Source: an optimization exercise on an open RTL-to-GDS flow (aim: small area). Production flows keep margins and buffers that such runs may drop.
In this exercise RTL edits were held to simulation tests only and were not proved equivalent to the original.
No activity file was given, so power comes from the tool's default toggle rates.

Design merge, start of the top module:
module merge (stopMerge, R_bg, G_bg, B_bg, R_sp, G_sp, B_sp, R_outRegA, G_outRegA, B_outRegA, R_outRegB, G_outRegB, B_outRegB, posX_bg, posY_bg, posX_sp, posY_sp, reset, clk, readVgaSelector,max_R_top, max_G_top, max_B_top, min_R_top, min_G_top, min_B_top, avg_R_top, avg_G_top, avg_B_top,
                        max_R_bottom, max_G_bottom, max_B_bottom, min_R_bottom, min_G_bottom, min_B_bottom, avg_R_bottom, avg_G_bottom, avg_B_bottom,
                        max_R_right, max_G_right, max_B_right, min_R_right, min_G_right, min_B_right, avg_R_right, avg_G_right, avg_B_right,
                        max_R_left, max_G_left, max_B_left, min_R_left, min_G_left, min_B_left, avg_R_left, avg_G_left, avg_B_left);
For scale: about 1,200 flip-flops, about 1,100 I/O pins, about 40,000 um2 of cells after synthesis.
==> flow/config.mk <==
export PLATFORM = sky130hd
export DESIGN_NAME = merge
export DESIGN_NICKNAME = merge
export VERILOG_FILES = /design/flow/design.v
export SDC_FILE = /design/flow/constraint.sdc
export NUM_CORES = 4
export LEC_CHECK = 0
export CAP_MARGIN = 5
export CORE_MARGIN = 2
export CORE_UTILIZATION = 40
export PLACE_DENSITY = 0.85
export SLEW_MARGIN = 5
==> flow/constraint.sdc <==
create_clock -name core_clock -period 10.0 [get_ports {clk}]
set_input_delay 2.0000 -clock core_clock [delete_from_list [all_inputs] [get_ports {clk}]]
set_output_delay 2.0000 -clock core_clock [all_outputs]
set_load 0.01 [all_outputs]
standard.sh (not shown) runs the stock make flow with config.mk's settings and CLKGATE_MAP_FILE= SYNTH_SCRIPT=/design/flow/synth_recipe.tcl, a recipe that flattens the netlist after the stock synthesis.
==> flow/flow/run.sh <==
#!/bin/bash
# Standard ORFS layout; the port buffers are the smallest buffer cell, the
# clock tree uses small clock buffers and no dummy loads.
set -euo pipefail
bash standard.sh \
  "BUFFER_PORTS_ARGS=-buffer_cell sky130_fd_sc_hd__buf_1" \
  "CTS_ARGS=-sink_clustering_enable -repair_clock_nets -buf_list {sky130_fd_sc_hd__clkbuf_8} -dont_use_dummy_load -sink_clustering_size 20 -sink_clustering_max_diameter 40" \
  SKIP_REPAIR_TIE_FANOUT=1 \
  finish > standard_make.log 2>&1
The baseline went through all stages and came out clean.
Then changed:
==> flow/flow/run.sh (replaced) <==
#!/bin/bash
# Standard ORFS layout; the port buffers are the smallest buffer cell, the
# clock tree uses small clock buffers and no dummy loads.
set -euo pipefail
bash standard.sh \
  "BUFFER_PORTS_ARGS=-buffer_cell sky130_fd_sc_hd__buf_1" \
  "CTS_ARGS=-sink_clustering_enable -repair_clock_nets -buf_list {sky130_fd_sc_hd__clkbuf_8} -dont_use_dummy_load -sink_clustering_size 30 -sink_clustering_max_diameter 80" \
  finish > standard_make.log 2>&1
--- a/flow/config.mk
+++ b/flow/config.mk
@@ -6,7 +6,7 @@
 export NUM_CORES = 4
 export LEC_CHECK = 0
-export CAP_MARGIN = 5
+export CAP_MARGIN = 20
 export CORE_MARGIN = 2
-export CORE_UTILIZATION = 40
-export PLACE_DENSITY = 0.85
-export SLEW_MARGIN = 5
+export CORE_UTILIZATION = 65
+export PLACE_DENSITY = 0.75
+export SLEW_MARGIN = 20
Result:
- Now the flow ended with an error in 3_2_place_iop with PPL-0024
- synthesized cell count stays the same
- area after synthesis is unchanged
Then changed:
==> flow/flow/run.sh (replaced) <==
#!/bin/bash
# Standard ORFS layout; the port buffers are the smallest buffer cell, the
# clock tree uses small clock buffers and no dummy loads.
set -euo pipefail
bash standard.sh \
  "BUFFER_PORTS_ARGS=-buffer_cell sky130_fd_sc_hd__buf_1" \
  "CTS_ARGS=-sink_clustering_enable -repair_clock_nets -buf_list {sky130_fd_sc_hd__clkbuf_4} -dont_use_dummy_load -sink_clustering_size 10 -sink_clustering_max_diameter 35" \
  SKIP_REPAIR_TIE_FANOUT=1 \
  finish > standard_make.log 2>&1
--- a/flow/config.mk
+++ b/flow/config.mk
@@ -6,7 +6,7 @@
 export NUM_CORES = 4
 export LEC_CHECK = 0
-export CAP_MARGIN = 20
+export CAP_MARGIN = 5
 export CORE_MARGIN = 2
-export CORE_UTILIZATION = 65
-export PLACE_DENSITY = 0.75
-export SLEW_MARGIN = 20
+export CORE_UTILIZATION = 40
+export PLACE_DENSITY = 0.85
+export SLEW_MARGIN = 5
The changed run ran to the end with no violations; synthesized area is unchanged; synthesized cell count is unchanged.
Then changed:
==> flow/flow/run.sh (replaced) <==
#!/bin/bash
# Standard ORFS layout; the port buffers are the smallest buffer cell, the
# clock tree uses small clock buffers and no dummy loads.
set -euo pipefail
bash standard.sh \
  "BUFFER_PORTS_ARGS=-buffer_cell sky130_fd_sc_hd__buf_1" \
  "CTS_ARGS=-sink_clustering_enable -repair_clock_nets -buf_list {sky130_fd_sc_hd__clkbuf_8} -dont_use_dummy_load " \
  finish > standard_make.log 2>&1
--- a/flow/config.mk
+++ b/flow/config.mk
@@ -6,7 +6,6 @@
 export NUM_CORES = 4
 export LEC_CHECK = 0
-export CAP_MARGIN = 5
+export CAP_MARGIN = 20
 export CORE_MARGIN = 2
 export CORE_UTILIZATION = 40
-export PLACE_DENSITY = 0.85
-export SLEW_MARGIN = 5
+export SLEW_MARGIN = 20
After rerunning:
- total power came out higher by about a fifth
- clock-buffer cell count grows by 26
- utilization goes up by 1.9 points
- synthesized cell count stays the same
Then changed:
==> flow/flow/run.sh (replaced) <==
#!/bin/bash
# Standard ORFS layout; the port buffers are the smallest buffer cell, the
# clock tree uses small clock buffers and no dummy loads.
set -euo pipefail
bash standard.sh \
  "BUFFER_PORTS_ARGS=-buffer_cell sky130_fd_sc_hd__buf_1" \
  "CTS_ARGS=-sink_clustering_enable -repair_clock_nets -buf_list {sky130_fd_sc_hd__clkbuf_4} -dont_use_dummy_load -sink_clustering_size 10 -sink_clustering_max_diameter 35" \
  finish > standard_make.log 2>&1
--- a/flow/config.mk
+++ b/flow/config.mk
@@ -9,3 +9,4 @@
 export CORE_MARGIN = 2
 export CORE_UTILIZATION = 40
+export PLACE_DENSITY = 0.85
 export SLEW_MARGIN = 20
Result: Maximum frequency barely changes. Clock skew grows by 0.081 ns. Register-to-register slack improved by 0.07 ns.

-- re-timing with driven ports --
No port has a modelled driver above. Below, the same layouts with a new extraction and two added sets of constraints. Step 1 sets driving cells, clkbuf_16 on the clock port and buf_2 on the other inputs (assumed; they add their load-dependent delay and slew). Step 2, shift: input delay + t, output delay - t, t = (earliest + latest rising clock arrival at the registers) / 2. This alone moves slack from input paths to output paths. Three values: ideal ports, drivers, drivers and shift; two values: the first two.
run | t, ns | setup WS [ns] | hold WS [ns] | pins driven straight from the clock port
the first run | 0.833 | 3.654 / 3.654 / 2.896 | 0.449 / 0.449 / 0.449 | 1
the third run | 1.125 | 3.659 / 3.659 / 2.818 | 0.452 / 0.452 / 0.452 | 1
the fourth run | 0.890 | 3.987 / 3.987 / 3.242 | 0.443 / 0.443 / 0.443 | 1
the fifth run | 1.050 | 3.992 / 4.029 / 2.979 | 0.452 / 0.452 / 0.452 | 1
After both steps setup and hold are still met in every run listed. The setup slack of the fifth run, which loses most, moves by +0.037 ns with the drivers and by -1.013 ns with both steps.
